Background: an optimization exercise with open tools, aiming at small area. Do not read the settings as production practice.
The RTL was checked by simulation tests, not by an equivalence proof against the original design.
Power figures rest on the tool's default switching activity, not on a simulated workload.

// board
module board (
    input clk, reset, car_entered, is_uni_car_entered, car_exited, is_uni_car_exited,
    output [15:0] uni_parked_car, parked_car,
    output [15:0] uni_vacated_space, vacated_space,
    output uni_is_vacated_space, is_vacated_space
);
Size in the first run: ~35 flip-flops, about 2500 um^2 of cells after synthesis.
export LEC_CHECK = 0
export ABC_AREA = 1
export CAP_MARGIN = 20
export CORE_MARGIN = 2
export CORE_UTILIZATION = 40
export SLEW_MARGIN = 20
export SYNTH_HIERARCHICAL = 1
export SYNTH_MINIMUM_KEEP_SIZE = 0
create_clock -name core_clock -period 10.0 [get_ports {clk}]
standard.sh (not shown) runs the stock make flow with config.mk's settings and CLKGATE_MAP_FILE= SYNTH_SCRIPT=/design/flow/synth_recipe.tcl, a recipe that flattens the netlist after the stock synthesis.
==> flow/flow/run.sh <==
#!/bin/bash
# Layout with the standard ORFS flow and these changes:
#  - full adders are extracted only inside module fa; everything else is
#    mapped by ABC with the area script in abc_area.script;
#  - single-drive port buffers, a clock tree without dummy loads.
set -uo pipefail
here=$(pwd)
S=$here/scripts_mod
rm -rf "$S"; cp -r "$FLOW_HOME/scripts" "$S"
sed -i 's/extract_fa {\*}\[dont_use_extract_fa_args\]/extract_fa {*}[dont_use_extract_fa_args] fa/' "$S/synth.tcl"
cp "$here/flow/abc_area.script" "$S/abc_area.script"
export SCRIPTS_DIR=$S
export BUFFER_PORTS_ARGS="-buffer_cell sky130_fd_sc_hd__buf_1"
export CTS_ARGS="-sink_clustering_enable -repair_clock_nets -dont_use_dummy_load -buf_list sky130_fd_sc_hd__clkbuf_4"
export SKIP_REPAIR_TIE_FANOUT=1
bash standard.sh > standard.log 2>&1
==> flow/flow/abc_area.script <==
strash
dc2
&get -n
&dch -f
&nf -R 1000
&put
topo
The starting point produced a clean layout.
==> next run, changes <==
==> flow/run.sh (new file) <==
#!/bin/bash
# synth_recipe.tcl (not shown) runs the flow's synth.tcl, then flattens the netlist and writes it again
# the make line also repeats each setting of config.mk as NAME=value (left out here)
make -C /OpenROAD-flow-scripts/flow DESIGN_CONFIG=/design/flow/config.mk WORK_HOME=/design/flow/orfs CLKGATE_MAP_FILE= SYNTH_SCRIPT=/design/flow/synth_recipe.tcl finish
ABC_AREA = unset   (was 1)
removed: flow/flow/run.sh
removed: flow/flow/abc_area.script
removed: flow/standard.sh
The new run ran to the end with no violations; critical path depth grows by 1; worst setup slack got worse by 0.091 ns; wire length came out higher by roughly a tenth; final area climbs by a quarter to a third; area after synthesis grows by roughly a tenth; clock power grows by well over a third.
==> next run, changes <==
==> flow/flow/run.sh (new file) <==
#!/bin/bash
# Layout with the standard ORFS flow and these changes:
#  - full adders are extracted only inside module fa; everything else is
#    mapped by ABC with the area script in abc_area.script;
#  - single-drive port buffers, a clock tree without dummy loads.
set -uo pipefail
here=$(pwd)
S=$here/scripts_mod
rm -rf "$S"; cp -r "$FLOW_HOME/scripts" "$S"
sed -i 's/extract_fa {\*}\[dont_use_extract_fa_args\]/extract_fa {*}[dont_use_extract_fa_args] fa/' "$S/synth.tcl"
cp "$here/flow/abc_area.script" "$S/abc_area.script"
export SCRIPTS_DIR=$S
export BUFFER_PORTS_ARGS="-buffer_cell sky130_fd_sc_hd__buf_1"
export CTS_ARGS="-dont_use_dummy_load -buf_list sky130_fd_sc_hd__clkbuf_16 -root_buf sky130_fd_sc_hd__clkbuf_16 -sink_clustering_size 50 -sink_clustering_max_diameter 1000"
export GPL_KEEP_OVERFLOW=0
export SKIP_REPAIR_TIE_FANOUT=1
bash standard.sh > standard.log 2>&1
==> flow/flow/abc_area.script (new file) <==
strash
dc2
&get -n
&dch -f
&nf -R 1000
&put
topo
==> flow/standard.sh (new file) <==
#!/bin/bash
# synth_recipe.tcl (not shown) runs the flow's synth.tcl, then flattens the netlist and writes it again
# the make line also repeats each setting of config.mk as NAME=value (left out here)
make -C /OpenROAD-flow-scripts/flow DESIGN_CONFIG=/design/flow/config.mk WORK_HOME=/design/flow/orfs CLKGATE_MAP_FILE= SYNTH_SCRIPT=/design/flow/synth_recipe.tcl "${@:-finish}"
ABC_AREA = 1   (was unset)
removed: flow/run.sh
What happened: The changed run completed with no timing, DRC or antenna violations. Cell count falls by 9.2%. Setup slack improved by 0.082 ns. Utilization falls by 4.0 points.
==> next run, changes <==
--- a/flow/flow/run.sh
+++ b/flow/flow/run.sh
@@ -12,6 +12,5 @@
 export SCRIPTS_DIR=$S
 export BUFFER_PORTS_ARGS="-buffer_cell sky130_fd_sc_hd__buf_1"
-export CTS_ARGS="-dont_use_dummy_load -buf_list sky130_fd_sc_hd__clkbuf_16 -root_buf sky130_fd_sc_hd__clkbuf_16 -sink_clustering_size 50 -sink_clustering_max_diameter 1000"
-export GPL_KEEP_OVERFLOW=0
+export CTS_ARGS="-dont_use_dummy_load -buf_list sky130_fd_sc_hd__clkbuf_8 -sink_clustering_size 40 -sink_clustering_max_diameter 400 -sink_clustering_enable"
 export SKIP_REPAIR_TIE_FANOUT=1
 bash standard.sh > standard.log 2>&1
CAP_MARGIN = 0   (was 20)
SLEW_MARGIN = 0   (was 20)
Design area decreases by 1.7%.
Worst setup slack improved by 0.047 ns.
Total power decreases by 4.8%.

separate check: timing with driven ports:
The flow's constraints put no driver on any port. The routed layouts listed below were extracted and timed again, unchanged, in two steps. Step 1 sets driving cells, clkbuf_16 on the clock port and buf_2 on the other inputs (assumed; they add their load-dependent delay and slew). Step 2 adds t to the input delays and takes it off the output delays; t is the mean of the earliest and latest rising clock arrival at the registers after step 1. Input paths then give back, and output paths get back, about the clock's delay inside the block. Three values: ideal, step 1, step 2; two values: the first two.
run | t, ns | slack for setup (ns) | worst hold slack (ns) | slew at the worst register clock pin (ns) | worst slew at a driven data input, ns
the first run | 0.341 | 0.688 / 0.688 / 0.688 | 0.384 / 0.384 / 0.384 | 0.10 / 0.10 | 0.03
the second run | 0.312 | 0.597 / 0.597 / 0.597 | 0.378 / 0.378 / 0.378 | 0.07 / 0.07 | 0.03
the third run | 0.300 | 0.679 / 0.679 / 0.679 | 0.365 / 0.365 / 0.365 | 0.05 / 0.05 | 0.03
the fourth run | 0.297 | 0.726 / 0.726 / 0.726 | 0.377 / 0.377 / 0.377 | 0.06 / 0.06 | 0.03
After both steps setup and hold are still met in every run listed.
